This is an optimization exercise on Yosys and OpenROAD, whose aim is small area and a short achievable clock period, not a production implementation.

build 44:
==> flow/design.v <==
module ALU_operands (
    input  [63:0] A,
    input  [63:0] B,
    input  [3:0]  OPERATION,
    output [63:0] X,
    output [63:0] Y,
    output        cin
);
    wire op_and  = (OPERATION == 4'b0000);
    wire op_or   = (OPERATION == 4'b0001);
    wire op_pass = (OPERATION == 4'b0111);
    wire op_nor  = (OPERATION == 4'b1100);
    wire op_sub  = (OPERATION == 4'b0110);
    wire op_neg  = (OPERATION == 4'b0101);
    wire op_add  = ~(op_and | op_or | op_pass | op_nor | op_sub | op_neg);
    assign cin = op_sub | op_neg;
    wire x00 = op_nor;
    wire x01 = op_or | op_pass | op_neg;
    wire x10 = op_add | op_sub | op_or | op_neg;
    wire x11 = op_add | op_sub | op_and | op_or | op_pass;
    wire [63:0] Xr = (A & B & {64{x11}}) | (A & ~B & {64{x10}})
                   | (~A & B & {64{x01}}) | (~A & ~B & {64{x00}});
    assign X = {Xr[63:1], Xr[0] ^ op_neg};
    wire [63:0] tn = {~(A[62:1] | B[62:1]), ~(A[0] & B[0]), 1'b0};
    assign Y = ({64{op_add}} & B) | ({64{op_sub}} & ~B) | ({64{op_neg}} & tn);
endmodule
module ALU_add (
    input  [63:0] X,
    input  [63:0] Y,
    input         cin,
    output [63:0] Out
);
    wire [63:0] p = X ^ Y;
    wire [63:0] g0 = X & Y;
    wire [63:0] g = {g0[63:1], g0[0] | (p[0] & cin)};
    localparam LV = 6;
    wire [63:0] gg [0:LV];
    wire [63:0] pp [0:LV];
    assign gg[0] = g;
    assign pp[0] = p;
    genvar l, j;
    generate
        for (l = 0; l < LV; l = l + 1) begin : lvl
            for (j = 0; j < 64; j = j + 1) begin : node
                if ((j >> l) & 1) begin : comb
                    localparam integer SRC = ((j >> l) << l) - 1;
                    assign gg[l+1][j] = gg[l][j] | (pp[l][j] & gg[l][SRC]);
                    assign pp[l+1][j] = pp[l][j] & pp[l][SRC];
                end else begin : pass
                    assign gg[l+1][j] = gg[l][j];
                    assign pp[l+1][j] = pp[l][j];
                end
            end
        end
    endgenerate
    assign Out = p ^ {gg[LV][62:0], cin};
endmodule
module ALU_top(
    input             clk,
    input      [63:0] A,
    input      [63:0] B,
    input      [3:0]  OPERATION,
    output reg [63:0] Out,
    output            Z
);
    wire [63:0] x_d, y_d;
    wire        cin_d;
    reg  [63:0] x_q, y_q;
    reg         cin_q;
    wire [63:0] alu_out;
    ALU_operands ops(.A(A), .B(B), .OPERATION(OPERATION), .X(x_d), .Y(y_d), .cin(cin_d));
    ALU_add      add(.X(x_q), .Y(y_q), .cin(cin_q), .Out(alu_out));
    always @(posedge clk) begin
        x_q   <= x_d;
        y_q   <= y_d;
        cin_q <= cin_d;
        Out   <= alu_out;
    end
    assign Z = ~|Out;
endmodule
export LEC_CHECK = 0
export CAP_MARGIN = 20
export CORE_MARGIN = 2
export CORE_UTILIZATION = 40
export SETUP_SLACK_MARGIN = 4.0
export SLEW_MARGIN = 20
create_clock -name core_clock -period 6.5 [get_ports {clk}]
standard.sh (not shown) runs the stock make flow with config.mk's settings and CLKGATE_MAP_FILE= SYNTH_SCRIPT=/design/flow/synth_recipe.tcl, a recipe that flattens the netlist after the stock synthesis.
==> flow/flow/run.sh <==
#!/bin/bash
# The standard layout (standard.sh), with three changes to synthesis and
# placement. Registers and their names are the standard synthesis's.
#  - abc maps the logic with flow/abc.script, an area-first script; the
#    resizer then sizes the critical paths;
#  - full/half adder cells are not extracted (abc maps that logic too);
#  - the port buffers start as buf_1 cells (the resizer sizes them up where
#    timing needs it).
# Each tool's output goes to flow.log; ORFS keeps its own logs under orfs/.
set -euo pipefail
W=$PWD
export ADDER_MAP_FILE=
export BUFFER_PORTS_ARGS="-buffer_cell sky130_fd_sc_hd__buf_1"
{
  head -n 1 synth_recipe.tcl
  cat <<EOT
proc abc {args} {
  set i [lsearch -exact \$args -script]
  if {\$i >= 0} { lset args [expr {\$i + 1}] $W/flow/abc.script }
  yosys abc {*}\$args
}
EOT
  tail -n +2 synth_recipe.tcl
} > my_synth.tcl
sed "s#SYNTH_SCRIPT=[^ ]*#SYNTH_SCRIPT=$W/my_synth.tcl#" standard.sh > my_standard.sh
grep -q "SYNTH_SCRIPT=$W/my_synth.tcl" my_standard.sh
bash my_standard.sh > flow.log 2>&1
==> flow/flow/abc.script <==
strash
dch
map
topo
buffer
upsize
dnsize
[inputs] trial 55 vs build 44
Settings: clearing SETUP_SLACK_MARGIN, which used to be 4.0.
Notes after the runs:
Trial 55 ran to completion and came out clean on the timing, DRC and antenna checks. Build 44 → trial 55: worst stage delay on the critical path went up by 410 ps; global routing usage on met1 dropped 4.3 points; CTS clock-pin slew for the worst setup and hold paths level. Fraction of layout cells with a size suffix above 1 delta for trial 55 relative to build 44: 5.9 points lower. Total length of routed met2 wires (trial 55 vs. build 44) decreases by a little under 10%. Trial 55 against build 44: antenna diode instance count saw a decrease, synthesis-to-finish area growth lost 9.6 points.
Function was not checked in any run of this note: the RTL went through the layout flow alone.

what the ideal ports hide:
The flow's constraints put no driver on any port. The routed layouts listed below were extracted and timed again, unchanged, in two steps. Step 1 sets driving cells, clkbuf_16 on the clock port and buf_2 on the other inputs (assumed; they add their load-dependent delay and slew). Step 2 adds t to the input delays and takes it off the output delays; t is the mean of the earliest and latest rising clock arrival at the registers after step 1. Input paths then give back, and output paths get back, about the clock's delay inside the block. a / b / c = ideal / step 1 / step 2; a / b = the first two.
| run | shift t [ns] | setup WS [ns] | worst hold slack (ns) | worst setup path at the end | worst register clock-pin slew, ns |
|---|---|---|---|---|---|
| build 44 | 0.490 | 3.197 / 3.146 / 3.509 | 0.472 / 0.472 / 0.472 | input to register | 0.08 / 0.08 |
| trial 55 | 0.487 | 2.504 / 2.534 / 2.047 | 0.497 / 0.497 / 0.497 | input to register | 0.08 / 0.08 |
After both steps setup and hold are still met in every run listed. For trial 55, which loses most, drivers alone change the setup slack by +0.030 ns; drivers and shift together by -0.457 ns.
